This is an optimization exercise on Yosys and OpenROAD, whose aim is a short achievable clock period and few clock cycles, not a production implementation. Function was checked by simulation only, so behaviour that the tests miss may differ from the original. Power and IR drop assume default switching activity.

--- flow/config.mk ---
export PLATFORM = sky130hd
export DESIGN_NAME = CPU_Control
export DESIGN_NICKNAME = CPU_Control
export VERILOG_FILES = /design/flow/design.v
export SDC_FILE = /design/flow/constraint.sdc
export NUM_CORES = 4
export LEC_CHECK = 0
export ABC_CLOCK_PERIOD_IN_PS = 2500
export CAP_MARGIN = 20
export CORE_MARGIN = 2
export CORE_UTILIZATION = 40
export SLEW_MARGIN = 20
--- flow/constraint.sdc ---
create_clock -name core_clock -period 10.0 [get_ports {clk}]
set_input_delay 2.0000 -clock core_clock [delete_from_list [all_inputs] [get_ports {clk}]]
set_output_delay 2.0000 -clock core_clock [all_outputs]
set_load 0.01 [all_outputs]
--- flow/design.v ---
module kadd (
    input  wire [15:0] a,
    input  wire [15:0] b,
    input  wire        ci,
    output wire [15:0] s,
    output wire        co
);
    wire [15:0] p = a ^ b;
    wire [15:0] g0 = a & b;
    wire [15:0] g = {g0[15:1], g0[0] | (p[0] & ci)};
    wire [15:0] G1, P1, G2, P2, G3, P3, G4;
    genvar i;
    generate
        for (i = 0; i < 16; i = i + 1) begin : L1
            if (i >= 1) begin : c
                assign G1[i] = g[i] | (p[i] & g[i-1]);
                assign P1[i] = p[i] & p[i-1];
            end else begin : n
                assign G1[i] = g[i];
                assign P1[i] = p[i];
            end
        end
        for (i = 0; i < 16; i = i + 1) begin : L2
            if (i >= 2) begin : c
                assign G2[i] = G1[i] | (P1[i] & G1[i-2]);
                assign P2[i] = P1[i] & P1[i-2];
            end else begin : n
                assign G2[i] = G1[i];
                assign P2[i] = P1[i];
            end
        end
        for (i = 0; i < 16; i = i + 1) begin : L3
            if (i >= 4) begin : c
                assign G3[i] = G2[i] | (P2[i] & G2[i-4]);
                assign P3[i] = P2[i] & P2[i-4];
            end else begin : n
                assign G3[i] = G2[i];
                assign P3[i] = P2[i];
            end
        end
        for (i = 0; i < 16; i = i + 1) begin : L4
            if (i >= 8) begin : c
                assign G4[i] = G3[i] | (P3[i] & G3[i-8]);
            end else begin : n
                assign G4[i] = G3[i];
            end
        end
    endgenerate
    assign s  = p ^ {G4[14:0], ci};
    assign co = G4[15];
endmodule
module ALU (
    input  wire [15:0] A,
    input  wire [15:0] B,
    input  wire        Cin,        
    input  wire [15:0] pc1,        
    input  wire [18:0] ctl,        
    output wire [15:0] C,
    output wire [4:0]  Flags
);
    wire c_sum  = ctl[0];    
    wire c_sub  = ctl[1];    
    wire c_cin  = ctl[2];    
    wire c_and  = ctl[3];
    wire c_or   = ctl[4];
    wire c_xor  = ctl[5];
    wire c_not  = ctl[6];
    wire c_shl  = ctl[7];
    wire c_shr  = ctl[8];    
    wire c_sar  = ctl[9];    
    wire c_pc   = ctl[10];   
    wire fN_sum = ctl[11];   
    wire fN_res = ctl[12];   
    wire fN_cmp = ctl[13];   
    wire fZ_sum = ctl[14];   
    wire fZ_res = ctl[15];   
    wire fF     = ctl[16];   
    wire fL     = ctl[17];   
    wire fC     = ctl[18];   
    wire [15:0] Bx = c_sub ? ~B : B;
    wire        ci = c_sub | (c_cin & Cin);
    wire [15:0] sum;
    wire        co;
    kadd uAdd (.a(A), .b(Bx), .ci(ci), .s(sum), .co(co));
    wire        ovf = (A[15] == Bx[15]) & (sum[15] != A[15]);
    wire [15:0] kz = {A[14:0] | Bx[14:0], ci};
    wire        sum_zero = ((A ^ Bx) == kz);
    wire [4:0]  sh  = B[4:0];
    wire [15:0] shl = A << sh;
    wire [15:0] shr = A >> sh;
    wire [15:0] sar = $signed(A) >>> sh;
    wire [15:0] lres = ({16{c_and}} & (A & B))
                     | ({16{c_or }} & (A | B))
                     | ({16{c_xor}} & (A ^ B))
                     | ({16{c_not}} & (~A))
                     | ({16{c_shl}} & shl)
                     | ({16{c_shr}} & shr)
                     | ({16{c_sar}} & sar);
    assign C = ({16{c_sum}} & sum) | ({16{c_pc}} & pc1) | lres;
    wire lt = ~co;
    assign Flags[4] = (fN_sum & sum[15]) | (fN_res & lres[15]) | (fN_cmp & (lt ^ A[15] ^ B[15]));
    assign Flags[3] = (fZ_sum & sum_zero) | (fZ_res & (lres == 16'h0000));
    assign Flags[2] = fF & ovf;
    assign Flags[1] = fL & lt;
    assign Flags[0] = fC & co;
endmodule
module aluctl (
    input  wire [7:0]  op,
    input  wire        spc,        
    output reg  [18:0] ctl
);
    always @(*) begin
        ctl = 19'b0;
        casez (op)
            8'b00000101: ctl = 19'b1_0_1_0_1_0_0_1_0_0_0_0_0_0_0_0_0_0_1;  
            8'b0101????: ctl = 19'b0_0_1_0_1_0_0_1_0_0_0_0_0_0_0_0_0_0_1;  
            8'b00000110: ctl = 19'b1_0_0_0_1_0_0_0_0_0_0_0_0_0_0_0_0_0_1;  
            8'b0110????: ctl = 19'b1_0_0_0_1_0_0_0_0_0_0_0_0_0_0_0_0_0_1;  
            8'b00000111: ctl = 19'b0_0_1_0_1_0_0_1_0_0_0_0_0_0_0_0_1_0_1;  
            8'b00001000: ctl = 19'b1_0_0_0_1_0_0_0_0_0_0_0_0_0_0_0_1_0_1;  
            8'b1101????: ctl = 19'b1_0_0_0_1_0_0_1_0_0_0_0_0_0_0_0_1_0_1;  
            8'b0111????: ctl = 19'b1_0_1_0_1_0_0_1_0_0_0_0_0_0_0_0_1_0_1;  
            8'b00001001: ctl = 19'b1_1_1_0_1_0_0_1_0_0_0_0_0_0_0_0_0_1_1;  
            8'b1001????: ctl = 19'b1_1_1_0_1_0_0_1_0_0_0_0_0_0_0_0_0_1_1;  
            8'b00001011: ctl = 19'b0_1_0_0_1_1_0_0_0_0_0_0_0_0_0_0_0_1_0;  
            8'b1011????: ctl = 19'b0_1_0_0_1_1_0_0_0_0_0_0_0_0_0_0_0_1_0;  
            8'b00001111: ctl = 19'b0_1_0_0_1_1_0_0_0_0_0_0_0_0_0_0_0_1_0;  
            8'b1110????: ctl = 19'b0_1_0_0_1_1_0_0_0_0_0_0_0_0_0_0_0_1_0;  
            8'b00000001: ctl = 19'b0_0_0_1_0_0_1_0_0_0_0_0_0_0_0_1_0_0_0;  
            8'b0001????: ctl = 19'b0_0_0_1_0_0_1_0_0_0_0_0_0_0_0_1_0_0_0;  
            8'b00000010: ctl = 19'b0_0_0_1_0_0_1_0_0_0_0_0_0_0_1_0_0_0_0;  
            8'b00000011: ctl = 19'b0_0_0_1_0_0_1_0_0_0_0_0_0_1_0_0_0_0_0;  
            8'b00000100: ctl = 19'b0_0_0_1_0_0_1_0_0_0_0_0_1_0_0_0_0_0_0;  
            8'b10000100: ctl = 19'b0_0_0_1_0_0_0_0_0_0_0_1_0_0_0_0_0_0_0;  
            8'b1000000?: ctl = 19'b0_0_0_1_0_0_0_0_0_0_0_1_0_0_0_0_0_0_0;  
            8'b10001100: ctl = 19'b0_0_0_1_0_0_0_0_0_0_1_0_0_0_0_0_0_0_0;  
            8'b1000100?: ctl = 19'b0_0_0_1_0_0_0_0_0_0_1_0_0_0_0_0_0_0_0;  
            8'b10000010: ctl = 19'b0_0_0_1_0_0_1_0_0_0_0_1_0_0_0_0_0_0_0;  
            8'b10000011: ctl = 19'b0_0_0_1_0_0_1_0_0_1_0_0_0_0_0_0_0_0_0;  
            default:     ctl = 19'b0;                                        
        endcase
        if (spc) ctl = 19'b0_0_0_0_0_0_0_0_1_0_0_0_0_0_0_0_0_0_0;           
    end
endmodule
module predecode (
    input  wire [15:0] w,
    output wire [73:0] pd
);
    wire [3:0] op  = w[15:12];
    wire [3:0] ra  = w[11:8];
    wire [3:0] ext = w[7:4];
    wire [3:0] rb  = w[3:0];
    wire is_rbase  = (op == 4'b0000);
    wire is_rshift = (op == 4'b1000) &&
                     (ext == 4'b0100 || ext == 4'b1100 || ext == 4'b0010 || ext == 4'b0011);
    wire is_r      = is_rbase | is_rshift;
    wire is_bc     = (op == 4'b1100);
    wire is_ld     = (op == 4'b0100) && (ext == 4'b0000);
    wire is_st     = (op == 4'b0100) && (ext == 4'b0100);
    wire is_j      = (op == 4'b0100) && (ext == 4'b1100);
    wire is_spc    = (op == 4'b0100) && (ext == 4'b1000);
    wire is_mem    = is_ld | is_st;
    wire is_i      = ~is_r & ~is_bc & ~is_mem & ~is_j;    
    wire [7:0] aop = is_r ? {op, ext} : (is_i ? {op, ra} : 8'h00);
    wire [18:0] ctl;
    aluctl uDec (.op(aop), .spc(is_spc), .ctl(ctl));
    wire wen = (ra != 4'd15) &
               ( (is_r & ~(is_rbase & (ext == 4'b0000 || ext == 4'b1011)))
               | (is_i & (op != 4'b1011))
               |  is_ld );
    assign pd = {ctl, wen, is_i, is_mem, is_ld, is_st, is_j, is_bc,
                 16'h0001 << rb, 16'h0001 << ra, w};
endmodule
module CPU_Control (
    input  wire        clk,
    input  wire        rst,
    input  wire [15:0] ps2_data,
    output wire [15:0] mem_addr,
    output wire [15:0] mem_din,
    input  wire [15:0] mem_dout,
    output wire        mem_WE
);
    reg  [15:0] fa;       
    reg         fq;       
    reg  [15:0] lf;       
    reg         av;       
    reg  [15:0] apc1;     
    reg  [15:0] din_r;
    reg         we_r;
    assign mem_addr = fa;
    assign mem_din  = din_r;
    assign mem_WE   = we_r;
    reg  [15:0] R [0:14];
    reg  [4:0]  flags;    
    reg         dv;
    reg  [73:0] dpd;
    reg  [15:0] dpc1;
    reg         sk_v;     
    reg  [73:0] skpd;
    reg  [15:0] skpc1;
    reg         xv;       
    reg         x_ld1;    
    reg         x_ld2;    
    reg         x_wen;    
    reg  [3:0]  x_dest;
    reg  [15:0] xa, xb;
    reg  [15:0] x_pc1;
    reg  [18:0] x_ctl;
    wire [15:0] alu_res;
    wire [4:0]  alu_flags;
    ALU uALU (
        .A(xa), .B(xb), .Cin(flags[0]), .pc1(x_pc1), .ctl(x_ctl),
        .C(alu_res), .Flags(alu_flags)
    );
    wire [73:0] apd;
    predecode uPre (.w(mem_dout), .pd(apd));
    wire [15:0] inst   = dpd[15:0];
    wire [15:0] ra_oh  = dpd[31:16];
    wire [15:0] rb_oh  = dpd[47:32];
    wire        is_bc  = dpd[48];
    wire        is_j   = dpd[49];
    wire        is_st  = dpd[50];
    wire        is_ld  = dpd[51];
    wire        is_mem = dpd[52];
    wire        is_i   = dpd[53];
    wire        d_wen  = dpd[54];
    wire [18:0] dctl   = dpd[73:55];
    wire [3:0]  ra     = inst[11:8];
    wire [3:0]  rb     = inst[3:0];
    wire [7:0]  imm    = inst[7:0];
    reg  [15:0] rfa, rfb;
    integer k;
    always @(*) begin
        rfa = {16{ra_oh[15]}} & ps2_data;
        rfb = {16{rb_oh[15]}} & ps2_data;
        for (k = 0; k < 15; k = k + 1) begin
            rfa = rfa | ({16{ra_oh[k]}} & R[k]);
            rfb = rfb | ({16{rb_oh[k]}} & R[k]);
        end
    end
    wire fa_x  = xv    & x_wen & (x_dest == ra);
    wire fb_x  = xv    & x_wen & (x_dest == rb);
    wire fa_l  = x_ld2 & x_wen & (x_dest == ra);
    wire fb_l  = x_ld2 & x_wen & (x_dest == rb);
    wire [15:0] opa = fa_x ? alu_res : (fa_l ? mem_dout : rfa);
    wire [15:0] opb = fb_x ? alu_res : (fb_l ? mem_dout : rfb);
    wire [4:0] nf = xv ? alu_flags : flags;
    reg cond;
    always @(*) begin
        case (ra)
            4'b0000: cond =  nf[3];
            4'b0001: cond = ~nf[3];
            4'b0010: cond =  nf[0];
            4'b0011: cond = ~nf[0];
            4'b0100: cond =  nf[1];
            4'b0101: cond = ~nf[1];
            4'b0110: cond =  nf[4];
            4'b0111: cond = ~nf[4];
            4'b1000: cond =  nf[2];
            4'b1001: cond = ~nf[2];
            4'b1010: cond = ~nf[1] & ~nf[3];
            4'b1011: cond =  nf[1] |  nf[3];
            4'b1100: cond = ~nf[4] & ~nf[3];
            4'b1101: cond =  nf[4] |  nf[3];
            4'b1110: cond = 1'b1;
            default: cond = 1'b0;
        endcase
    end
    wire [15:0] btgt, seq;
    wire        btgt_co, seq_co;
    kadd uBt  (.a(dpc1), .b({{8{imm[7]}}, imm}), .ci(1'b0), .s(btgt), .co(btgt_co));
    kadd uSeq (.a(lf), .b(16'h0000), .ci(1'b1), .s(seq), .co(seq_co));
    wire [15:0] tgt = is_j ? opb : btgt;
    wire d_go    = dv & ~x_ld1;                
    wire d_taken = d_go & (is_bc | is_j) & cond;
    wire d_mem   = d_go & is_mem;              
    wire d_load  = ~dv | d_go;                 
    integer i;
    always @(posedge clk or posedge rst) begin
        if (rst) begin
            fa    <= 16'h0000;
            fq    <= 1'b1;
            lf    <= 16'h0000;
            av    <= 1'b0;
            dv    <= 1'b0;
            sk_v  <= 1'b0;
            we_r  <= 1'b0;
            xv    <= 1'b0;
            x_ld1 <= 1'b0;
            x_ld2 <= 1'b0;
            x_wen <= 1'b0;
            flags <= 5'b0;
            for (i = 0; i < 15; i = i + 1) R[i] <= 16'h0000;
        end else begin
            if (d_mem) begin
                fa <= opb;
                fq <= 1'b0;
            end else if (d_taken) begin
                fa <= tgt;
                lf <= tgt;
                fq <= 1'b1;
            end else begin
                fa <= seq;
                lf <= seq;
                fq <= 1'b1;
            end
            av   <= fq & ~d_taken;
            we_r <= d_go & is_st;
            if (d_load)
                dv <= (sk_v | av) & ~d_taken;
            sk_v <= ~d_load & av;
            xv     <= d_go & ~is_mem;
            x_ld1  <= d_go & is_ld;
            x_ld2  <= x_ld1;
            if (~x_ld1)                       
                x_wen <= d_go & d_wen;
            if (xv) flags <= alu_flags;
            if (x_ld2 & x_wen)
                R[x_dest] <= mem_dout;
            else if (xv & x_wen)
                R[x_dest] <= alu_res;
        end
    end
    always @(posedge clk) begin
        apc1  <= seq;
        din_r <= opa;
        if (d_load) begin
            dpd  <= sk_v ? skpd  : apd;
            dpc1 <= sk_v ? skpc1 : apc1;
        end
        if (~d_load) begin
            skpd  <= apd;
            skpc1 <= apc1;
        end
        if (~x_ld1)
            x_dest <= ra;
        xa     <= opa;
        xb     <= is_i ? {8'h00, imm} : opb;
        x_pc1  <= dpc1;
        x_ctl  <= dctl;
    end
endmodule
--- flow/flow/run.sh ---
#!/bin/bash
# Standard ORFS layout, but with repair_timing aiming for extra setup slack
# (the clock and constraints are unchanged).
set -euo pipefail
bash standard.sh SETUP_SLACK_MARGIN=${MARGIN:-7} finish > standard_flow.log 2>&1
--- flow/standard.sh ---
#!/bin/bash
# synth_recipe.tcl (not shown) runs the flow's synth.tcl, then flattens the netlist and writes it again
# the make line also repeats each setting of config.mk as NAME=value (left out here)
make -C /OpenROAD-flow-scripts/flow DESIGN_CONFIG=/design/flow/config.mk WORK_HOME=/design/flow/orfs CLKGATE_MAP_FILE= SYNTH_SCRIPT=/design/flow/synth_recipe.tcl "${@:-finish}"
==> results by group, run 1 <==
Run status
  – Run status: finished clean

Critical path
  – Crit-path max cell delay: 0.59 ns
  – Critical path, cell by cell: buf_16, mux4_2, nand4_1, nor4b_1, o221ai_2, or2_1, or4_4, o211a_1, a211oi_2, a21oi_2, o21ai_4, buf_12, mux2_4, mux2_2
  – Slowest cell on crit path: or4_4
  – Crit path max fanout: 5
  – Worst setup SP type: register
  – Data required time of the critical path: 10.49 ns
  – Arrival time at the worst endpoint: 5.06 ns
  – Critical path endpoint category: register
  – Critical path class: register to register

Finish
  – Most frequent cells in the layout: dfrtp_1 (284), mux2_4 (194), edfxtp_1 (174)
  – Area Growth Syn to Fin: 31.9%
  – Share of post-route cells with drive strength above 1: 38.7%
  – Number of filler cells placed in the layout: 5888
  – Antenna diodes: 0
  – Final nets: 2922
  – Total non-filler cell area in the finished layout: 38100 um2
  – Most common cell after layout, fill and taps aside: dfrtp_1

STA
  – Setup TNS: 0 ns
  – FMAX: 0.219 GHz
  – Final Hold Fails: 0
  – Setup repair after global routing missed its margin: yes
  – Least setup slack across all paths after layout: 5.43 ns
  – Relative slew slack: 16.4%
  – Number of endpoints failing setup at the final stage: 0
  – Worst clock skew on the final layout: 0.0713 ns
  – Crit path time final: 4.57 ns
  – Worst slack on hold paths: 0.335 ns
  – Ratio of final minimum period to clock period: 45.7%
  – Slew Viols, Final: 0
  – Transition time at the pin with the least slew margin: 1.25 ns

Pwr
  – Total power density per cell area: 422 nW/um2
  – Clock network power share: 13.5%
  – Maximum VDD drop: 0.240 mV
  – NetSw: 7100 uW
  – Fraction of power spent switching nets: 44.2%
  – Combinational power share: 60.1%
  – Internal power contribution: 8960 uW
  – Power share of the sequential group: 26.3%
  – Leakage power: 0.0158 uW

Drt
  – Detailed Route Iter0 Violations: 3065
  – Total via count in the routed design: 24456
  – Final antenna-violating net count: 0
  – First-pass DRT Iterations: 8
  – Routed wire length: 113 mm
  – Post-route DRC: 0
  – Avg Vias per Cell: 6.43
  – Routed wirelength normalized by instance count: 29.6 um

Clock tree
  – Buffers from clock root to sink, at most: 3
  – Clock latency reported for the late side of the worst-skew pair: 0.67 ns
  – CTS buffer count: 57
  – TritonCTS clock tree: yes
  – Hold buffer count at CTS: 0
  – Clock transition time at the flip-flop clock pins of the worst setup and hold paths: 0.07 ns
  – Clock Sink Count: 542
  – Count of H-tree levels built during CTS: 2
  – Root buffer cell: clkbuf_16

Placed design
  – IO Port Bufs: 66
  – Worst slack at placement: 4.16 ns
  – Final HPWL from detailed placement: 64.8 mm
  – Final estimated routing congestion in global placement: 0.948
  – Placed cell area: 31300 um2

Synth
  – Post-synth net total: 2675
  – Total standard cell area after synthesis: 28900 um2
  – Share of synthesized flip-flops with an asynchronous set or reset: 52.8%
  – Xor/xnor cell area share of the yosys netlist: 2.61%
  – Number of synthesized flops with an enable pin: 174
  – Area fraction in compound gates after synthesis: 15.6%
  – Proportion of synthesized chip area in sequential cells: 48.6%
  – Seq cells post-synth: 542
  – Number of distinct library cell variants in the gate-level netlist after synthesis: 87
  – Yosys synthesis warning count: 3
  – Synthesized-area fraction occupied by adder cells: 3.63%
  – Largest family of logic cells by synthesized area: multiplexers
  – Synth Area in Simple Gates: 9.04%
  – Synthesized instance count: 2559
  – Post-synth top flop: dfrtp_1
  – Synthesized area per cell: 11.3 um2
  – Mux contribution to synthesized area: 16.2%

Floorplanning
  – Starting density of the core: 40.4%
  – Top-Level Pins: 67
  – Die X-Extent: 273 um
  – Height of the die: 273 um
  – Full die area: 74300 um2
  – Area of the core: 71500 um2
  – Placement row count: 98

Min path
  – Worst hold path type: register to register

GRT
  – Number of global-route vias before repair: 24064
  – Number of antenna violations at the first check in global routing: 1
  – Global-route wire length before repair: 162 mm
  – Global-route total usage across every layer: 29.3%
  – Pin count of the biggest net entering global routing: 93
  – Congestion Overflow GR: 0

Run
  – Count of maximum capacitance violations: 0
[Yosys cell counts, types with 31 or more instances]
cell type  instances  area (um2)
a21oi_1           98         490
a221oi_1          88         771
a22o_1            79         692
a22oi_1          123         923
and3_1            31         194
clkbuf_1         179         672
dfrtp_1          285        7130
dfxtp_1           82        1640
edfxtp_1         174        5230
ha_1              79         988
inv_1             86         323
mux2_2           326        3670
mux2i_1           36         360
nand2_1          118         443
nand3_1           55         275
nand4_1           35         219
nor2_1           163         612
nor3_1            32         160
o21ai_0           56         280
xnor2_1           32         280
xor2_1            54         473
[critical path: cells and delay by family, from the launching register on]
family          cells  cell delay, ns
compound gates      5            1.12
flops               1            0.44
buf+inv             2            0.32
simple gates        4            1.43
mux                 3            1.08
[metal layers]
| layer | global-route usage, % | routed length, um | up-vias |
|---|---|---|---|
| li1 | - | - | 10137 |
| met1 | 40.5 | 45400 | 12239 |
| met2 | 42.6 | 48100 | 1667 |
| met3 | 7.71 | 12900 | 413 |
| met4 | 13.8 | 6290 | 0 |
| met5 | 0 | 0 | - |
[worst paths after layout]
check                           end     from  slack (ns)  cells past startpoint
setup reg to reg              fa[3]    xb[0]        5.43                     14
max in group asynchronous  R[6][15]      rst        7.19                      4
hold / removal             x_ctl[8]  dpd[63]        0.33                      0
hold reg to reg            x_ctl[8]  dpd[63]        0.33                      0
min in group asynchronous  R[4][12]      rst        1.98                      2
setup / recovery              fa[3]    xb[0]        5.43                     14
[metrics by stage]
stage,cells,utilization [%],total power [uW]
5_1_grt,3805,53.3,16600
4_1_cts,3720,51.1,14800
3_5_place_dp,3414,43.7,10800
2_1_floorplan,2559,-,8490
6_report,3805,53.3,16100
3_3_place_gp,3412,43.7,10700
[layout make-up]
cell class / count / area, um2 / share of cell area, %
Clock buffer: 79 / 1600 / 4.21
Inverter: 88 / 360 / 0.946
Clock inverter: 29 / 308 / 0.808
Multi-Input combinational cell: 1718 / 16200 / 42.5
Timing Repair inverter: 2 / 12.5 / 0.0329
Timing Repair Buffer: 397 / 4290 / 11.3
Tap cell: 950 / 1190 / 3.12
Sequential cell: 542 / 14100 / 37.1
[logic make-up after synthesis]
kind of cell	Yosys count
AO/OA/AOI/OAI	612
flip-flops	542
AND/OR/NAND/NOR	537
multiplexers	393
buffers and inverters	307
XOR/XNOR	86
adder cells (fa/ha/maj)	82
[flip-flops by register name, summed over array words and instances, names as in the netlist, 4 cells and up]
signal  count
R         240
apc1       16
dpc1       16
dpd        69
fa         16
flags       5
lf         16
skpc1      16
skpd       69
x_ctl      18
x_dest      4
x_pc1      16
xa         16
xb         16
[repair_timing]
action | in CTS | in global routing
gates cloned | 20 | 5
setup buffers | 178 | 77
pin swaps | 79 | 55
resized for setup | 568 | 186
endpoints found under the setup margin | 725 | 383
[power groups by stage]
stage	logic (uW)	clock network [uW]	registers, uW
CTS	8360	2200	4200
global route	10000	2280	4310
detailed placement	6510	0	4250
finish	9660	2170	4230
floorplan	4770	0	3720
global placement	6420	0	4240
Testbench counts, summed over its fixed seeds: cycles 18,228.
==> inputs of run 2 (changes only) <==
--- a/flow/design.v
+++ b/flow/design.v
@@ -51,7 +51,7 @@
 endmodule
 module ALU (
     input  wire [15:0] A,
-    input  wire [15:0] B,
+    input  wire [15:0] B,          
     input  wire        Cin,        
     input  wire [15:0] pc1,        
     input  wire [18:0] ctl,        
@@ -73,18 +73,16 @@
     wire fN_res = ctl[12];   
     wire fN_cmp = ctl[13];   
     wire fZ_sum = ctl[14];   
-    wire fZ_res = ctl[15];   
     wire fF     = ctl[16];   
     wire fL     = ctl[17];   
     wire fC     = ctl[18];   
-    wire [15:0] Bx = c_sub ? ~B : B;
     wire        ci = c_sub | (c_cin & Cin);
     wire [15:0] sum;
     wire        co;
-    kadd uAdd (.a(A), .b(Bx), .ci(ci), .s(sum), .co(co));
-    wire        ovf = (A[15] == Bx[15]) & (sum[15] != A[15]);
-    wire [15:0] kz = {A[14:0] | Bx[14:0], ci};
-    wire        sum_zero = ((A ^ Bx) == kz);
+    kadd uAdd (.a(A), .b(B), .ci(ci), .s(sum), .co(co));
+    wire        ovf = (A[15] == B[15]) & (sum[15] != A[15]);
+    wire [15:0] kz = {A[14:0] | B[14:0], ci};
+    wire        sum_zero = ((A ^ B) == kz);
     wire [4:0]  sh  = B[4:0];
     wire [15:0] shl = A << sh;
     wire [15:0] shr = A >> sh;
@@ -97,9 +95,24 @@
                      | ({16{c_shr}} & shr)
                      | ({16{c_sar}} & sar);
     assign C = ({16{c_sum}} & sum) | ({16{c_pc}} & pc1) | lres;
+    wire        big  = sh[4];                        
+    wire [15:0] mlo  = 16'hFFFF >> sh[3:0];          
+    wire [15:0] mhi  = 16'hFFFF << sh[3:0];          
+    wire z_and = ((A & B) == 16'h0000);
+    wire z_or  = ((A | B) == 16'h0000);
+    wire z_xor = (A == B);
+    wire z_not = (A == 16'hFFFF);
+    wire z_shl = big | ((A & mlo) == 16'h0000);
+    wire z_shr = big | ((A & mhi) == 16'h0000);
+    wire z_sar = ~A[15] & z_shr;
+    wire z_log = (c_and & z_and) | (c_or & z_or) | (c_xor & z_xor) | (c_not & z_not)
+               | (c_shl & z_shl) | (c_shr & z_shr) | (c_sar & z_sar);
+    wire n_log = (c_and & A[15] & B[15]) | (c_or & (A[15] | B[15]))
+               | (c_xor & (A[15] ^ B[15])) | (c_not & ~A[15])
+               | (c_shl & shl[15]) | (c_sar & A[15]);
     wire lt = ~co;
-    assign Flags[4] = (fN_sum & sum[15]) | (fN_res & lres[15]) | (fN_cmp & (lt ^ A[15] ^ B[15]));
-    assign Flags[3] = (fZ_sum & sum_zero) | (fZ_res & (lres == 16'h0000));
+    assign Flags[4] = (fN_sum & sum[15]) | (fN_res & n_log) | (fN_cmp & (lt ^ A[15] ^ ~B[15]));
+    assign Flags[3] = (fZ_sum & sum_zero) | z_log;
     assign Flags[2] = fF & ovf;
     assign Flags[1] = fL & lt;
     assign Flags[0] = fC & co;
@@ -144,7 +157,7 @@
 endmodule
 module predecode (
     input  wire [15:0] w,
-    output wire [73:0] pd
+    output wire [55:0] pd
 );
     wire [3:0] op  = w[15:12];
     wire [3:0] ra  = w[11:8];
@@ -161,14 +174,11 @@
     wire is_spc    = (op == 4'b0100) && (ext == 4'b1000);
     wire is_mem    = is_ld | is_st;
     wire is_i      = ~is_r & ~is_bc & ~is_mem & ~is_j;    
-    wire [7:0] aop = is_r ? {op, ext} : (is_i ? {op, ra} : 8'h00);
-    wire [18:0] ctl;
-    aluctl uDec (.op(aop), .spc(is_spc), .ctl(ctl));
     wire wen = (ra != 4'd15) &
                ( (is_r & ~(is_rbase & (ext == 4'b0000 || ext == 4'b1011)))
                | (is_i & (op != 4'b1011))
                |  is_ld );
-    assign pd = {ctl, wen, is_i, is_mem, is_ld, is_st, is_j, is_bc,
+    assign pd = {is_spc, wen, is_i, is_mem, is_ld, is_st, is_j, is_bc,
                  16'h0001 << rb, 16'h0001 << ra, w};
 endmodule
 module CPU_Control (
@@ -193,10 +203,10 @@
     reg  [15:0] R [0:14];
     reg  [4:0]  flags;    
     reg         dv;
-    reg  [73:0] dpd;
+    reg  [55:0] dpd;
     reg  [15:0] dpc1;
     reg         sk_v;     
-    reg  [73:0] skpd;
+    reg  [55:0] skpd;
     reg  [15:0] skpc1;
     reg         xv;       
     reg         x_ld1;    
@@ -212,7 +222,7 @@
         .A(xa), .B(xb), .Cin(flags[0]), .pc1(x_pc1), .ctl(x_ctl),
         .C(alu_res), .Flags(alu_flags)
     );
-    wire [73:0] apd;
+    wire [55:0] apd;
     predecode uPre (.w(mem_dout), .pd(apd));
     wire [15:0] inst   = dpd[15:0];
     wire [15:0] ra_oh  = dpd[31:16];
@@ -224,10 +234,16 @@
     wire        is_mem = dpd[52];
     wire        is_i   = dpd[53];
     wire        d_wen  = dpd[54];
-    wire [18:0] dctl   = dpd[73:55];
+    wire        is_spc = dpd[55];
+    wire [3:0]  op     = inst[15:12];
     wire [3:0]  ra     = inst[11:8];
+    wire [3:0]  ext    = inst[7:4];
     wire [3:0]  rb     = inst[3:0];
     wire [7:0]  imm    = inst[7:0];
+    wire        is_r   = ~is_i & ~is_bc & ~is_mem & ~is_j;
+    wire [7:0]  aop    = is_r ? {op, ext} : (is_i ? {op, ra} : 8'h00);
+    wire [18:0] dctl;
+    aluctl uDec (.op(aop), .spc(is_spc), .ctl(dctl));
     reg  [15:0] rfa, rfb;
     integer k;
     always @(*) begin
@@ -245,36 +261,25 @@
     wire [15:0] opa = fa_x ? alu_res : (fa_l ? mem_dout : rfa);
     wire [15:0] opb = fb_x ? alu_res : (fb_l ? mem_dout : rfb);
     wire [4:0] nf = xv ? alu_flags : flags;
-    reg cond;
-    always @(*) begin
-        case (ra)
-            4'b0000: cond =  nf[3];
-            4'b0001: cond = ~nf[3];
-            4'b0010: cond =  nf[0];
-            4'b0011: cond = ~nf[0];
-            4'b0100: cond =  nf[1];
-            4'b0101: cond = ~nf[1];
-            4'b0110: cond =  nf[4];
-            4'b0111: cond = ~nf[4];
-            4'b1000: cond =  nf[2];
-            4'b1001: cond = ~nf[2];
-            4'b1010: cond = ~nf[1] & ~nf[3];
-            4'b1011: cond =  nf[1] |  nf[3];
-            4'b1100: cond = ~nf[4] & ~nf[3];
-            4'b1101: cond =  nf[4] |  nf[3];
-            4'b1110: cond = 1'b1;
-            default: cond = 1'b0;
-        endcase
-    end
+    wire cond = (ra_oh[0]  &  nf[3])           | (ra_oh[1]  & ~nf[3])
+              | (ra_oh[2]  &  nf[0])           | (ra_oh[3]  & ~nf[0])
+              | (ra_oh[4]  &  nf[1])           | (ra_oh[5]  & ~nf[1])
+              | (ra_oh[6]  &  nf[4])           | (ra_oh[7]  & ~nf[4])
+              | (ra_oh[8]  &  nf[2])           | (ra_oh[9]  & ~nf[2])
+              | (ra_oh[10] & ~nf[1] & ~nf[3])  | (ra_oh[11] & (nf[1] | nf[3]))
+              | (ra_oh[12] & ~nf[4] & ~nf[3])  | (ra_oh[13] & (nf[4] | nf[3]))
+              |  ra_oh[14];
     wire [15:0] btgt, seq;
     wire        btgt_co, seq_co;
     kadd uBt  (.a(dpc1), .b({{8{imm[7]}}, imm}), .ci(1'b0), .s(btgt), .co(btgt_co));
     kadd uSeq (.a(lf), .b(16'h0000), .ci(1'b1), .s(seq), .co(seq_co));
-    wire [15:0] tgt = is_j ? opb : btgt;
     wire d_go    = dv & ~x_ld1;                
     wire d_taken = d_go & (is_bc | is_j) & cond;
     wire d_mem   = d_go & is_mem;              
     wire d_load  = ~dv | d_go;                 
+    wire [15:0] fa_nt   = d_mem ? opb : seq;   
+    wire [15:0] fa_t    = is_j  ? opb : btgt;  
+    wire [15:0] fa_next = d_taken ? fa_t : fa_nt;
     integer i;
     always @(posedge clk or posedge rst) begin
         if (rst) begin
@@ -285,6 +290,7 @@
             dv    <= 1'b0;
             sk_v  <= 1'b0;
             we_r  <= 1'b0;
+            din_r <= 16'h0000;
             xv    <= 1'b0;
             x_ld1 <= 1'b0;
             x_ld2 <= 1'b0;
@@ -292,20 +298,12 @@
             flags <= 5'b0;
             for (i = 0; i < 15; i = i + 1) R[i] <= 16'h0000;
         end else begin
-            if (d_mem) begin
-                fa <= opb;
-                fq <= 1'b0;
-            end else if (d_taken) begin
-                fa <= tgt;
-                lf <= tgt;
-                fq <= 1'b1;
-            end else begin
-                fa <= seq;
-                lf <= seq;
-                fq <= 1'b1;
-            end
+            fa <= fa_next;
+            if (~d_mem) lf <= d_taken ? fa_t : seq;
+            fq <= ~d_mem;
             av   <= fq & ~d_taken;
             we_r <= d_go & is_st;
+            din_r <= opa;
             if (d_load)
                 dv <= (sk_v | av) & ~d_taken;
             sk_v <= ~d_load & av;
@@ -323,7 +321,6 @@
     end
     always @(posedge clk) begin
         apc1  <= seq;
-        din_r <= opa;
         if (d_load) begin
             dpd  <= sk_v ? skpd  : apd;
             dpc1 <= sk_v ? skpc1 : apc1;
@@ -335,7 +332,7 @@
         if (~x_ld1)
             x_dest <= ra;
         xa     <= opa;
-        xb     <= is_i ? {8'h00, imm} : opb;
+        xb     <= (is_i ? {8'h00, imm} : opb) ^ {16{dctl[1]}};    
         x_pc1  <= dpc1;
         x_ctl  <= dctl;
     end
==> run 2 against run 1 <==
  * Power decreased by 8.4%
  * Synthesized cell count increased by 4.5%
  * Die area decreased by 1.6%
  * Clock-buffer cell count decreased by 1
  * Fmax increased by 21%
  * Clock skew decreased by 0.033 ns
  * Clock power increased by 3%
  * Cell count decreased by 0.32%
  * Sequential share of layout area increased by 1.2 points
  * Critical path type unchanged
  * Largest cell class unchanged
==> results by group, run 2 <==
Placed design
  – IO Port Bufs: 66 (unchanged)
  – Final HPWL from detailed placement: 66.8 mm (+3.2%)
  – Final estimated routing congestion in global placement: 0.988 (+4.2%)

Synth
  – List of most frequent post-synthesis cells: dfrtp_1 (301), mux2_2 (300), nor2_1 (225)
  – Synth area leaders: dfrtp_1 (27%), edfxtp_1 (16%), mux2_2 (12%)
  – Post-synth net total: 2759 (+3.1%)
  – Post-synth top flop: dfrtp_1
  – Mux contribution to synthesized area: 14.7% (-1.5 points)
  – Seq cells post-synth: 532 (-1.8%)
  – Yosys synthesis warning count: 3 (unchanged)
  – Most frequently used cell type in the post-synthesis netlist: dfrtp_1
  – Area fraction in compound gates after synthesis: 17.5% (+1.9 points)
  – Synthesized-area fraction occupied by adder cells: 2.37% (-1.3 points)
  – Share of synthesized flip-flops with an asynchronous set or reset: 56.8% (+4.0 points)
  – Synth Area in Simple Gates: 10.6% (+1.6 points)
  – Total standard cell area after synthesis: 28400 um2 (-1.6%)
  – Proportion of synthesized chip area in sequential cells: 48.0% (-0.55 points)
  – Xor/xnor cell area share of the yosys netlist: 2.41% (-0.20 points)
  – Number of synthesized flops with an enable pin: 148 (-15%)
  – Synthesized area per cell: 10.6 um2 (-5.8%)
  – Largest family of logic cells by synthesized area: compound AO/OA/AOI/OAI gates
  – Synthesized instance count: 2673 (+4.5%)
  – Fraction of synthesized cell area taken by the top area cell type: 26.5% (+1.8 points)
  – Number of distinct library cell variants in the gate-level netlist after synthesis: 80 (-8.0%)
  – Cell taking the most area after synthesis: dfrtp_1

Finish
  – Number of flip-flops under the largest register name: 240 (unchanged)
  – Final nets: 2891 (-1.1%)
  – Share of post-route cells with drive strength above 1: 34.8% (-3.9 points)
  – Most frequent cells in the layout: dfrtp_1 (299), mux2_2 (247), nor2_1 (188)
  – Number of filler cells placed in the layout: 6258 (+6.3%)
  – Area Growth Syn to Fin: 26.1%
  – Antenna diodes: 0 (unchanged)
  – Most common cell after layout, fill and taps aside: dfrtp_1
  – Top register by number of flip-flops: R
  – Registers with the highest flip-flop counts: R (240), dpd (56), skpd (56)

Critical path
  – Arrival time at the worst endpoint: 4.26 ns (-0.80 ns)
  – Register-to-register setup slack: 6.24 ns (+0.80 ns)
  – Data required time of the critical path: 10.50 ns (about the same)
  – Critical path endpoint category: register
  – Dominant cell type by count on the critical path: buf_4
  – Crit path max fanout: 9 (+4)
  – Crit-path max cell delay: 0.48 ns (-0.11 ns)
  – Critical path, cell by cell: buf_12, buf_4, nand2_1, a22o_1, o41ai_1, nor4bb_4, nor4_4, buf_4, o21a_1, mux2i_2, o2111ai_4, o21a_4, buf_6, buf_16, nand4_1, o21ai_1
  – Cells on worst reg2reg path: 16 (+2)
  – Worst setup SP type: register
  – Worst r2r src: xb[1]
  – Critical path class: register to register
  – Slowest cell on crit path: o41ai_1
  – Capture instance of the worst register-to-register path: fa[15]

Floorplanning
  – Die X-Extent: 270 um (-0.79%)
  – Full die area: 73200 um2 (-1.6%)
  – Area of the core: 70100 um2 (-1.9%)
  – Height of the die: 270 um (-0.79%)
  – Starting density of the core: 40.5% (+0.11 points)
  – Placement row count: 97 (-1.0%)
  – Top-Level Pins: 67 (unchanged)

Pwr
  – Leakage power: 0.0146 uW (-7.9%)
  – Maximum VDD drop: 0.163 mV (-32%)
  – Tot Pwr: 14700 uW (-8.4%)
  – Total power density per cell area: 411 nW/um2 (-2.7%)

Drt
  – Total via count in the routed design: 24705 (+1.0%)
  – Avg Vias per Cell: 6.51 (+1.3%)
  – Post-route DRC: 0 (unchanged)
  – Detailed Route Iter0 Violations: 2875 (-6.2%)
  – Routed wire length: 112 mm (-0.62%)
  – Final antenna-violating net count: 0 (unchanged)
  – First-pass DRT Iterations: 6 (-2)
  – Routed wirelength normalized by instance count: 29.5 um (-0.30%)

STA
  – Crit path time final: 3.76 ns (-0.804 ns)
  – Number of endpoints failing setup at the final stage: 0 (unchanged)
  – Setup repair after global routing missed its margin: yes
  – FMAX: 0.266 GHz (+21%)
  – Worst slack on hold paths: 0.385 ns (+0.0499 ns)
  – Slew Viols, Final: 0 (unchanged)
  – Ratio of final minimum period to clock period: 37.6% (-8.0 points)
  – Relative slew slack: 14.6% (-1.8 points)
  – Final Hold Fails: 0 (unchanged)
  – Setup TNS: 0 ns (unchanged)
  – Worst clock skew on the final layout: 0.0380 ns (-0.0333 ns)
  – Transition time at the pin with the least slew margin: 1.28 ns (+0.0273 ns)

Clock tree
  – Root buffer cell: clkbuf_16
  – Clock latency reported for the late side of the worst-skew pair: 0.64 ns (-0.03 ns)
  – Clock transition time at the flip-flop clock pins of the worst setup and hold paths: 0.08 ns (about the same)
  – CTS buffer count: 56 (-1.8%)
  – Clock Sink Count: 532 (-1.8%)
  – Buffers from clock root to sink, at most: 3 (unchanged)
  – Count of H-tree levels built during CTS: 2 (unchanged)
  – TritonCTS clock tree: yes

Min path
  – Number of cells on the worst hold path: 0 (unchanged)
  – Hold Path Origin: dpc1[12]
  – Worst Hold Endpoint: x_pc1[12]
  – Worst hold path type: register to register

GRT
  – Pin count of the biggest net entering global routing: 91 (-2.2%)
  – Number of global-route vias before repair: 24241 (+0.74%)
  – Global-route total usage across every layer: 29.3% (+0.032 points)
  – Number of antenna violations at the first check in global routing: 1 (unchanged)
  – Global-route wire length before repair: 162 mm (about the same)
  – Congestion Overflow GR: 0 (unchanged)

Run
  – Count of maximum capacitance violations: 0 (unchanged)

Run status
  – Run status: finished clean
run 2: critical path: cells and delay by family (launching register included):
kind	cells	cell delay, ns
AO/OA/AOI/OAI	6	1.45
buffers and inverters	5	0.76
flip-flops	1	0.38
multiplexers	1	0.21
AND/OR/NAND/NOR	4	0.83
run 2: timing repair:
action,in CTS,in global routing
resized for setup,517,163
buffers inserted,98,57
hold buffers,0,0
cloned,12,6
pin swaps,99,69
endpoints found under the setup margin,652,374
run 2: cell families after synthesis:
group | count (synthesis)
flip-flops | 532
AND/OR/NAND/NOR | 636
adder cells (fa/ha/maj) | 52
AO/OA/AOI/OAI | 702
buffers and inverters | 307
XOR/XNOR | 78
multiplexers | 366
run 2: worst max-delay path by stage:
stage          endpoint  cells after the start  slack, ns         from
2_1_floorplan   R[0][0]                      1       3.99          rst
3_3_place_gp      xb[1]                      7       5.49  mem_dout[1]
3_5_place_dp      lf[1]                     16       5.48        xb[0]
4_1_cts           lf[7]                     16       6.38        xb[0]
5_1_grt           fa[7]                     15       6.10        xb[1]
6_report         fa[15]                     16       6.24        xb[1]
run 2: area by class of cell:
cell class | instances | area (um2) | share of cell area (%)
Multi-Input combinational cell | 1838 | 15600 | 43.6
Sequential cell | 532 | 13700 | 38.3
Timing Repair Buffer | 308 | 3060 | 8.53
Tap cell | 940 | 1180 | 3.28
Clock buffer | 78 | 1590 | 4.42
Clock inverter | 28 | 379 | 1.06
Inverter | 69 | 315 | 0.880
run 2: where the power goes:
part | leakage (uW) | internal, uW | switching [uW]
logic | 0.00747 | 3580 | 4920
registers | 0.00614 | 3170 | 807
clock network | 0.000963 | 1320 | 911
total | 0.0146 | 8070 | 6640
run 2: metal layers:
layer,vias to the layer above,wire (um),GRT usage (%)
met5,-,10,0
met4,2,6320,14.6
met3,435,13400,7.82
met2,1690,48000,43.2
met1,12282,44300,39.6
li1,10296,-,-
run 2: per-stage QoR:
stage | util, % | instances | area, um2 | setup WS (ns)
after global routing | 51.1 | 3793 | 35800 | 6.10
after global placement | 43.1 | 3511 | 30200 | 5.49
after floorplan | - | 2673 | 28900 | 3.99
final | 51.1 | 3793 | 35800 | 6.24
after CTS | 49.3 | 3730 | 34600 | 6.38
after detailed placement | 43.1 | 3514 | 30200 | 5.48
Testbench counts of run 2, summed over its fixed seeds: cycles 18,228.
==> inputs of run 3 (changes only) <==
--- a/flow/design.v
+++ b/flow/design.v
@@ -6,48 +6,51 @@
     output wire        co
 );
     wire [15:0] p = a ^ b;
-    wire [15:0] g0 = a & b;
-    wire [15:0] g = {g0[15:1], g0[0] | (p[0] & ci)};
-    wire [15:0] G1, P1, G2, P2, G3, P3, G4;
+    wire [15:0] g = a & b;
+    wire [15:0] t = a | b;
+    wire [15:0] G1, T1, G2, T2, G3, T3, G4, T4;
     genvar i;
     generate
         for (i = 0; i < 16; i = i + 1) begin : L1
             if (i >= 1) begin : c
-                assign G1[i] = g[i] | (p[i] & g[i-1]);
-                assign P1[i] = p[i] & p[i-1];
+                assign G1[i] = g[i] | (t[i] & g[i-1]);
+                assign T1[i] = t[i] & t[i-1];
             end else begin : n
                 assign G1[i] = g[i];
-                assign P1[i] = p[i];
+                assign T1[i] = t[i];
             end
         end
         for (i = 0; i < 16; i = i + 1) begin : L2
             if (i >= 2) begin : c
-                assign G2[i] = G1[i] | (P1[i] & G1[i-2]);
-                assign P2[i] = P1[i] & P1[i-2];
+                assign G2[i] = G1[i] | (T1[i] & G1[i-2]);
+                assign T2[i] = T1[i] & T1[i-2];
             end else begin : n
                 assign G2[i] = G1[i];
-                assign P2[i] = P1[i];
+                assign T2[i] = T1[i];
             end
         end
         for (i = 0; i < 16; i = i + 1) begin : L3
             if (i >= 4) begin : c
-                assign G3[i] = G2[i] | (P2[i] & G2[i-4]);
-                assign P3[i] = P2[i] & P2[i-4];
+                assign G3[i] = G2[i] | (T2[i] & G2[i-4]);
+                assign T3[i] = T2[i] & T2[i-4];
             end else begin : n
                 assign G3[i] = G2[i];
-                assign P3[i] = P2[i];
+                assign T3[i] = T2[i];
             end
         end
         for (i = 0; i < 16; i = i + 1) begin : L4
             if (i >= 8) begin : c
-                assign G4[i] = G3[i] | (P3[i] & G3[i-8]);
+                assign G4[i] = G3[i] | (T3[i] & G3[i-8]);
+                assign T4[i] = T3[i] & T3[i-8];
             end else begin : n
                 assign G4[i] = G3[i];
+                assign T4[i] = T3[i];
             end
         end
     endgenerate
-    assign s  = p ^ {G4[14:0], ci};
-    assign co = G4[15];
+    wire [15:0] c = G4 | (T4 & {16{ci}});
+    assign s  = p ^ {c[14:0], ci};
+    assign co = c[15];
 endmodule
 module ALU (
     input  wire [15:0] A,
==> run 3 against run 2 <==
  * Still clean on timing, DRC and antenna
  * Global-route usage rose by 0.95 points
  * Critical path depth did not move
  * Sequential share of layout area down 0.13 points
  * Utilization shrank 0.50 points
  * First-iteration DRC count is 11% higher
  * Clock skew is 0.0029 ns higher
  * Clock power fell by 6%
  * Hold slack better by 0.019 ns
  * Fmax grew 0.86%
  * Critical endpoint is now lf[2]
  * Largest cell class unchanged
==> results by group, run 3 <==
Run status
  – Run status: finished clean

Finish
  – Total non-filler cell area in the finished layout: 36000 um2 (+0.56%)
  – Top register by number of flip-flops: R
  – Share of post-route cells with drive strength above 1: 35.9% (+1.1 points)
  – Number of flip-flops under the largest register name: 240 (unchanged)
  – Final nets: 2933 (+1.5%)
  – Area Growth Syn to Fin: 25.6%
  – Most common cell after layout, fill and taps aside: dfrtp_1
  – Number of filler cells placed in the layout: 6212 (-0.74%)
  – Most frequent cells in the layout: dfrtp_1 (297), mux2_2 (274), nor2_1 (191)
  – Registers with the highest flip-flop counts: R (240), dpd (56), skpd (56)

Clock tree
  – CTS buffer count: 58 (+3.6%)
  – Clock transition time at the flip-flop clock pins of the worst setup and hold paths: 0.06 ns (-0.02 ns)
  – Clock latency reported for the late side of the worst-skew pair: 0.65 ns (about the same)
  – TritonCTS clock tree: yes
  – Hold buffer count at CTS: 0 (unchanged)
  – Root buffer cell: clkbuf_16
  – Clock Sink Count: 532 (unchanged)
  – Count of H-tree levels built during CTS: 2 (unchanged)
  – Buffers from clock root to sink, at most: 3 (unchanged)

Synth
  – List of most frequent post-synthesis cells: mux2_2 (302), dfrtp_1 (301), nor2_1 (232)
  – Post-synth top flop: dfrtp_1
  – Number of synthesized flops with an enable pin: 148 (unchanged)
  – Post-synth net total: 2788 (+1.1%)
  – Total standard cell area after synthesis: 28700 um2 (+0.97%)
  – Proportion of synthesized chip area in sequential cells: 47.6% (-0.46 points)
  – Share of synthesized flip-flops with an asynchronous set or reset: 56.8% (unchanged)
  – Fraction of synthesized cell area taken by the top area cell type: 26.3% (-0.25 points)
  – Most frequently used cell type in the post-synthesis netlist: mux2_2
  – Synth area leaders: dfrtp_1 (26%), edfxtp_1 (15%), mux2_2 (12%)
  – Seq cells post-synth: 532 (unchanged)
  – Synthesized area per cell: 10.7 um2 (+0.52%)
  – Yosys synthesis warning count: 3 (unchanged)
  – Synthesized instance count: 2685 (+0.45%)
  – Cell taking the most area after synthesis: dfrtp_1
  – Number of distinct library cell variants in the gate-level netlist after synthesis: 93 (+16%)

STA
  – Transition time at the pin with the least slew margin: 1.27 ns (-0.0137 ns)
  – Number of endpoints failing setup at the final stage: 0 (unchanged)
  – Crit path time final: 3.73 ns (-0.0320 ns)
  – Worst clock skew on the final layout: 0.0410 ns (+0.00293 ns)
  – Final Hold Fails: 0 (unchanged)
  – Setup TNS: 0 ns (unchanged)
  – Setup repair after global routing missed its margin: yes
  – Relative slew slack: 15.5% (+0.92 points)
  – Slew Viols, Final: 0 (unchanged)
  – FMAX: 0.268 GHz (+0.86%)
  – Ratio of final minimum period to clock period: 37.3% (-0.32 points)

Min path
  – Worst hold path type: register to register
  – Hold Path Origin: dpc1[15]
  – Number of cells on the worst hold path: 0 (unchanged)

Critical path
  – Crit path max fanout: 11 (+2)
  – Critical path endpoint category: register
  – Worst setup SP type: register
  – Data required time of the critical path: 10.51 ns (about the same)
  – Critical path class: register to register
  – Cells on worst reg2reg path: 16 (unchanged)
  – Worst r2r src: xa[12]
  – CP Launch Point: xa[12]
  – Arrival time at the worst endpoint: 4.24 ns (-0.02 ns)

Drt
  – Final antenna-violating net count: 0 (unchanged)
  – Routed wirelength normalized by instance count: 30.1 um (+1.9%)
  – Post-route DRC: 0 (unchanged)
  – First-pass DRT Iterations: 9 (+3)
  – Total via count in the routed design: 24879 (+0.70%)
  – Routed wire length: 115 mm (+3.0%)
  – Avg Vias per Cell: 6.49 (-0.32%)
  – Detailed Route Iter0 Violations: 3179 (+11%)

GRT
  – Congestion Overflow GR: 0 (unchanged)
  – Pin count of the biggest net entering global routing: 79 (-13%)
  – Global-route wire length before repair: 166 mm (+2.3%)
  – Global-route total usage across every layer: 30.2% (+0.95 points)
  – Number of global-route vias before repair: 24073 (-0.69%)
  – Number of antenna violations at the first check in global routing: 4 (+3)

Pwr
  – Leakage power: 0.0148 uW (+1.5%)
  – Total power density per cell area: 372 nW/um2 (-9.3%)
  – Tot Pwr: 13400 uW (-8.8%)
  – Maximum VDD drop: 0.162 mV (-0.30%)

Placed design
  – Placed cell area: 30400 um2 (+0.50%)
  – Final HPWL from detailed placement: 70.1 mm (+5.0%)
  – Final estimated routing congestion in global placement: 0.962 (-2.6%)
  – IO Port Bufs: 66 (unchanged)

Floorplanning
  – Placement row count: 98 (+1.0%)
  – Starting density of the core: 40.3% (-0.23 points)
  – Full die area: 73900 um2 (+0.96%)
  – Top-Level Pins: 67 (unchanged)
  – Die X-Extent: 272 um (+0.48%)
  – Height of the die: 272 um (+0.48%)
  – Area of the core: 71200 um2 (+1.6%)

Run
  – Count of maximum capacitance violations: 0 (unchanged)
-- run 3: cell types whose count changed after synthesis, moves of 9 or more --
| cell | before | now |
|---|---|---|
| a22oi_1 | 171 | 152 |
| ha_1 | 49 | 67 |
| xor2_1 | 32 | 44 |
| o21ai_1 | 1 | 12 |
| buf_1 | 18 | 9 |
| o21ai_0 | 69 | 51 |
| a21o_1 | 15 | 2 |
| a222oi_1 | 3 | 14 |
| nand3_1 | 56 | 45 |
| inv_1 | 64 | 93 |
| nand2b_1 | 19 | 28 |
| nor2b_1 | 28 | 15 |
-- run 3: cell type report --
class                           count  area [um2]  area share, %
Tap cell                          950        1190           3.30
Sequential cell                   532       13700           38.1
Clock buffer                       69        1510           4.20
Inverter                           97         430           1.19
Timing Repair Buffer              311        3220           8.94
Clock inverter                     41         325          0.903
Antenna cell                        2        5.00         0.0139
Timing Repair inverter              3        15.0         0.0417
Multi-Input combinational cell   1827       15600           43.3
-- run 3: final timing paths --
kind / slack (ns) / to
setup / recovery: 6.27 / lf[2]
hold / removal: 0.40 / x_pc1[15]
setup reg to reg: 6.27 / lf[2]
hold reg to reg: 0.40 / x_pc1[15]
max in group asynchronous: 7.22 / fq
min in group asynchronous: 1.94 / fa[13]
-- run 3: kinds of logic after synthesis --
logic type                 synth area share (%)
AOI/OAI and AO/OA                          17.3
and+or+nand+nor                            10.2
DFF                                        47.6
muxes                                      14.8
buffers and inverters                      4.59
xor gates and xnor gates                   2.53
adders and majority gates                  3.06
-- run 3: report_power, final --
| group | internal, uW | switching [uW] | total (uW) |
|---|---|---|---|
| Clock | 1140 | 947 | 2090 |
| Sequential | 3140 | 816 | 3950 |
| Combinational | 3100 | 4280 | 7370 |
| Total | 7370 | 6040 | 13400 |
-- run 3: stage by stage --
step / hold slack, ns / setup slack, ns / std cells / utilization [%]
after floorplan: 0.346 / 3.99 / 2685 / -
after global placement: 0.364 / 5.24 / 3531 / 42.7
after detailed placement: 0.383 / 5.20 / 3532 / 42.7
after CTS: 0.402 / 6.27 / 3769 / 48.8
after global routing: 0.420 / 6.25 / 3830 / 50.6
final: 0.404 / 6.27 / 3832 / 50.6
-- run 3: critical path: stages, from the launching register on --
cell and delay [ns]:
dfxtp_4 0.45, inv_1 0.14, ha_2 0.45, xor2_1 0.26, nand4_1 0.18, nor4_4 0.34
nor4_2 0.06, a31oi_1 0.15, or3b_4 0.22, a21oi_2 0.07, mux2_4 0.30, a41o_4 0.30
buf_12 0.14, buf_16 0.13, buf_6 0.11, mux2i_1 0.10, o22a_1 0.17
-- run 3: what timing repair did --
action | in CTS | in global routing
cloned | 23 | 5
pin swaps | 97 | 62
gates resized for setup | 540 | 197
buffers inserted | 104 | 55
setup endpoints to repair | 673 | 426
-- run 3: per-layer routing --
| layer | part of all wire (%) | up-vias | global-route usage (%) |
|---|---|---|---|
| met2 | 44 | 1630 | 45.8 |
| met1 | 39 | 12386 | 39.0 |
| met4 | 7.1 | 2 | 18.6 |
| li1 | - | 10340 | - |
| met3 | 11 | 521 | 7.41 |
| met5 | 0.011 | - | 0 |
Testbench counts of run 3, summed over its fixed seeds: cycles 18,228.
==> inputs of run 4 (changes only) <==
--- a/flow/design.v
+++ b/flow/design.v
@@ -195,7 +195,7 @@
 );
     reg  [15:0] fa;       
     reg         fq;       
-    reg  [15:0] lf;       
+    reg  [15:0] pf;       
     reg         av;       
     reg  [15:0] apc1;     
     reg  [15:0] din_r;
@@ -205,6 +205,7 @@
     assign mem_WE   = we_r;
     reg  [15:0] R [0:14];
     reg  [4:0]  flags;    
+    reg  [15:0] ps2_r;    
     reg         dv;
     reg  [55:0] dpd;
     reg  [15:0] dpc1;
@@ -250,8 +251,8 @@
     reg  [15:0] rfa, rfb;
     integer k;
     always @(*) begin
-        rfa = {16{ra_oh[15]}} & ps2_data;
-        rfb = {16{rb_oh[15]}} & ps2_data;
+        rfa = {16{ra_oh[15]}} & ps2_r;
+        rfb = {16{rb_oh[15]}} & ps2_r;
         for (k = 0; k < 15; k = k + 1) begin
             rfa = rfa | ({16{ra_oh[k]}} & R[k]);
             rfb = rfb | ({16{rb_oh[k]}} & R[k]);
@@ -275,6 +276,7 @@
     wire [15:0] btgt, seq;
     wire        btgt_co, seq_co;
     kadd uBt  (.a(dpc1), .b({{8{imm[7]}}, imm}), .ci(1'b0), .s(btgt), .co(btgt_co));
+    wire [15:0] lf = fq ? fa : pf;             
     kadd uSeq (.a(lf), .b(16'h0000), .ci(1'b1), .s(seq), .co(seq_co));
     wire d_go    = dv & ~x_ld1;                
     wire d_taken = d_go & (is_bc | is_j) & cond;
@@ -288,7 +290,7 @@
         if (rst) begin
             fa    <= 16'h0000;
             fq    <= 1'b1;
-            lf    <= 16'h0000;
+            pf    <= 16'h0000;
             av    <= 1'b0;
             dv    <= 1'b0;
             sk_v  <= 1'b0;
@@ -302,7 +304,7 @@
             for (i = 0; i < 15; i = i + 1) R[i] <= 16'h0000;
         end else begin
             fa <= fa_next;
-            if (~d_mem) lf <= d_taken ? fa_t : seq;
+            pf <= lf;
             fq <= ~d_mem;
             av   <= fq & ~d_taken;
             we_r <= d_go & is_st;
@@ -324,6 +326,7 @@
     end
     always @(posedge clk) begin
         apc1  <= seq;
+        ps2_r <= ps2_data;
         if (d_load) begin
             dpd  <= sk_v ? skpd  : apd;
             dpc1 <= sk_v ? skpc1 : apc1;
==> run 4 against run 3 <==
  * Clock power grew 8%
  * First-iteration DRC count up 44%
  * Sequential share of layout area up 0.87 points
  * Fmax decreased by 1.7%
  * Utilization is 0.67 points higher
  * Design area barely moved
  * Register-to-register slack got worse by 0.07 ns
  * Critical path depth stayed put
  * Critical path type unchanged
  * Critical endpoint is now fa[13]
  * Highest routed layer unchanged
==> results by group, run 4 <==
Finish
  – Number of flip-flops under the largest register name: 240 (unchanged)
  – Registers with the highest flip-flop counts: R (240), dpd (56), skpd (56)
  – Share of post-route cells with drive strength above 1: 26.8% (-9.1 points)
  – Most common cell after layout, fill and taps aside: nand2_1
  – Top register by number of flip-flops: R
  – Final nets: 3237 (+10%)
  – Cell Count, Final, Fillers Out: 4125 (+7.6%)
  – Area Growth Syn to Fin: 26.4%
  – Most frequent cells in the layout: nand2_1 (539), dfrtp_1 (297), nor2_1 (189)

STA
  – Setup TNS: 0 ns (unchanged)
  – Setup repair after global routing missed its margin: yes
  – Transition time at the pin with the least slew margin: 1.40 ns (+0.131 ns)
  – Worst clock skew on the final layout: 0.0347 ns (-0.00623 ns)
  – Crit path time final: 3.80 ns (+0.0664 ns)
  – Final Hold Fails: 0 (unchanged)
  – Slew Viols, Final: 0 (unchanged)
  – FMAX: 0.263 GHz (-1.7%)
  – Ratio of final minimum period to clock period: 38.0% (+0.66 points)
  – Number of endpoints failing setup at the final stage: 0 (unchanged)
  – Relative slew slack: 6.82% (-8.7 points)
  – Least setup slack across all paths after layout: 6.20 ns (-0.0664 ns)

Clock tree
  – Hold buffer count at CTS: 0 (unchanged)
  – Clock Sink Count: 548 (+3.0%)
  – Clock transition time at the flip-flop clock pins of the worst setup and hold paths: 0.06 ns (about the same)
  – TritonCTS clock tree: yes
  – Count of H-tree levels built during CTS: 2 (unchanged)
  – Clock latency reported for the late side of the worst-skew pair: 0.65 ns (about the same)
  – Buffers from clock root to sink, at most: 3 (unchanged)
  – Root buffer cell: clkbuf_16
  – CTS buffer count: 59 (+1.7%)

Critical path
  – Register-to-register setup slack: 6.20 ns (-0.07 ns)
  – Capture instance of the worst register-to-register path: fa[13]
  – CP Launch Point: xb[1]
  – Critical path endpoint category: register
  – Critical path class: register to register
  – Worst r2r src: xb[1]
  – Crit path max fanout: 7 (-4)
  – Arrival time at the worst endpoint: 4.30 ns (+0.06 ns)
  – Worst setup SP type: register
  – Data required time of the critical path: 10.50 ns (about the same)
  – Cells on worst reg2reg path: 16 (unchanged)

Drt
  – Routed wirelength normalized by instance count: 29.5 um (-1.9%)
  – Final antenna-violating net count: 0 (unchanged)
  – Routed wire length: 122 mm (+5.6%)
  – Detailed Route Iter0 Violations: 4590 (+44%)
  – Total via count in the routed design: 26475 (+6.4%)
  – First-pass DRT Iterations: 11 (+2)
  – Post-route DRC: 0 (unchanged)
  – Avg Vias per Cell: 6.42 (-1.1%)

Synth
  – Number of distinct library cell variants in the gate-level netlist after synthesis: 91 (-2.2%)
  – Most frequently used cell type in the post-synthesis netlist: nand2_1
  – Synthesized-area fraction occupied by adder cells: 3.08% (+0.022 points)
  – Total standard cell area after synthesis: 28500 um2 (-0.70%)
  – Number of synthesized flops with an enable pin: 148 (unchanged)
  – Synthesized area per cell: 9.57 um2 (-10%)
  – Synthesized instance count: 2977 (+11%)
  – Largest family of logic cells by synthesized area: compound AO/OA/AOI/OAI gates
  – Xor/xnor cell area share of the yosys netlist: 2.55% (+0.018 points)
  – Cell taking the most area after synthesis: dfrtp_1
  – List of most frequent post-synthesis cells: nand2_1 (603), dfrtp_1 (301), nor2_1 (200)
  – Synth area leaders: dfrtp_1 (26%), edfxtp_1 (16%), nand2_1 (7.9%)
  – Fraction of synthesized cell area taken by the top area cell type: 26.4% (+0.18 points)
  – Proportion of synthesized chip area in sequential cells: 49.0% (+1.5 points)
  – Mux contribution to synthesized area: 5.99% (-8.8 points)
  – Share of synthesized flip-flops with an asynchronous set or reset: 55.1% (-1.7 points)
  – Yosys synthesis warning count: 3 (unchanged)
  – Seq cells post-synth: 548 (+3.0%)
  – Synth Area in Simple Gates: 16.5% (+6.3 points)
  – Post-synth top flop: dfrtp_1
  – Area fraction in compound gates after synthesis: 18.2% (+0.90 points)
  – Post-synth net total: 3080 (+10%)

Min path
  – Worst Hold Endpoint: x_pc1[0]
  – Worst hold path type: register to register
  – Hold Path Origin: dpc1[0]
  – Number of cells on the worst hold path: 0 (unchanged)

Floorplanning
  – Starting density of the core: 40.5% (+0.27 points)
  – Area of the core: 70300 um2 (-1.4%)
  – Die X-Extent: 271 um (-0.35%)
  – Top-Level Pins: 67 (unchanged)
  – Height of the die: 271 um (-0.35%)
  – Placement row count: 97 (-1.0%)
  – Full die area: 73300 um2 (-0.69%)

Pwr
  – Fraction of power spent switching nets: 47.4% (+2.3 points)
  – NetSw: 7610 uW (+26%)
  – Maximum VDD drop: 0.201 mV (+24%)
  – Leakage power: 0.0150 uW (+1.5%)
  – Total power density per cell area: 446 nW/um2 (+20%)
  – Combinational power share: 59.6% (+4.6 points)
  – Power share of the sequential group: 26.3% (-3.2 points)
  – Clock network power share: 14.1% (-1.5 points)
  – Internal power contribution: 8460 uW (+15%)

GRT
  – Congestion Overflow GR: 0 (unchanged)
  – Pin count of the biggest net entering global routing: 97 (+23%)
  – Number of antenna violations at the first check in global routing: 3 (-1)
  – Number of global-route vias before repair: 24839 (+3.2%)
  – Global-route total usage across every layer: 32.0% (+1.7 points)
  – Global-route wire length before repair: 173 mm (+4.5%)

Run
  – Count of maximum capacitance violations: 0 (unchanged)

Run status
  – Run status: finished clean

Placed design
  – Final HPWL from detailed placement: 75.2 mm (+7.3%)
  – Final estimated routing congestion in global placement: 0.982 (+2.0%)
  – Worst slack at placement: 5.40 ns (+0.193 ns)
  – Number of cells after detailed placement: 3840 (+8.7%)
  – IO Port Bufs: 66 (unchanged)
run 4: area by class of cell:
type	instances	area, um2
Fill cell	6186	34300
Multi-Input combinational cell	2094	15200
Sequential cell	548	14000
Timing Repair Buffer	314	3080
Clock buffer	81	1660
Tap cell	940	1180
Inverter	116	509
Clock inverter	30	343
Timing Repair inverter	1	11.3
Antenna cell	1	2.50
run 4: repair_timing:
action	4_1_cts	5_1_grt
cloned	11	4
pin swaps	66	99
setup buffers	108	47
endpoints found under the setup margin	539	455
gates resized for setup	516	253
run 4: per-stage QoR:
| step | total power, uW | utilization, % | area (um2) | hold WS (ns) |
|---|---|---|---|---|
| after global routing | 16600 | 51.2 | 36000 | 0.388 |
| after detailed placement | 11000 | 43.0 | 30200 | 0.378 |
| after floorplan | 8140 | - | 28800 | 0.352 |
| final | 16100 | 51.2 | 36000 | 0.386 |
| after global placement | 10900 | 43.0 | 30200 | 0.372 |
| after CTS | 14600 | 49.0 | 34400 | 0.390 |
run 4: critical path, cell delays in order (launching register included):
cell,delay [ns]
dfxtp_4,0.36
buf_12,0.16
clkinv_16,0.07
ha_4,0.17
o311a_4,0.38
buf_4,0.15
nor3_4,0.29
a2111oi_4,0.15
or3_4,0.42
a21oi_2,0.19
a211o_2,0.16
mux2i_4,0.29
buf_4,0.16
o311ai_4,0.11
buf_6,0.20
and2_1,0.13
a221o_1,0.26
run 4: cell families (layout without fill, tap and decap cells):
group,count (synthesis),count (layout)
AOI/OAI and AO/OA,712,717
xor gates and xnor gates,83,83
adders and majority gates,69,69
buffers and inverters,340,542
DFF,548,548
muxes,146,146
other,0,1
and+or+nand+nor,1079,1079
run 4: layer usage:
| layer | track usage (%) | part of all wire [%] | vias to the layer above | wire length (um) |
|---|---|---|---|---|
| li1 | - | - | 11066 | - |
| met1 | 43.2 | 39 | 12957 | 47700 |
| met2 | 46.0 | 41 | 1922 | 50300 |
| met3 | 10.7 | 13 | 528 | 16400 |
| met4 | 15.0 | 6.2 | 2 | 7500 |
| met5 | 0 | 0.011 | - | 13 |
run 4: worst max-delay path by stage:
stage | end | slack [ns] | depth (start not counted)
detailed placement | fa[5] | 5.40 | 13
global placement | fa[5] | 5.44 | 14
floorplan | R[0][0] | 3.99 | 1
CTS | fa[11] | 6.31 | 15
global route | fa[6] | 6.09 | 15
finish | fa[13] | 6.20 | 16
run 4: power groups by stage:
stage | Combinational (uW) | Sequential, uW | Clock (uW)
global placement | 6660 | 4250 | 0
CTS | 8110 | 4240 | 2280
detailed placement | 6680 | 4270 | 0
finish | 9580 | 4230 | 2260
global route | 9870 | 4310 | 2380
floorplan | 4330 | 3820 | 0
Testbench counts of run 4, summed over its fixed seeds: cycles 18,228.

separate check: timing with driven ports:
How much do the figures lean on ideal ports? The routed layouts below were timed once more, with nothing changed but the port constraints. Step 1, drivers: a clkbuf_16 drives clk and a buf_2 each remaining input, both assumed. Step 2, shift: input delay + t, output delay - t, t = (earliest + latest rising clock arrival at the registers) / 2. This alone moves slack from input paths to output paths. a / b / c = ideal ports / drivers / drivers and shift; a / b = the first two.
run	shift t [ns]	setup slack, ns	worst hold slack (ns)
run 1	0.696	5.432 / 5.432 / 5.240	0.335 / 0.335 / 0.335
run 2	0.686	6.236 / 6.236 / 5.995	0.385 / 0.385 / 0.385
run 3	0.699	6.268 / 6.268 / 5.943	0.404 / 0.404 / 0.404
run 4	0.701	6.201 / 6.201 / 6.201	0.386 / 0.386 / 0.386
After both steps setup and hold are still met in every run listed. For run 3, which loses most, drivers alone change the setup slack by 0.000 ns; drivers and shift together by -0.325 ns.
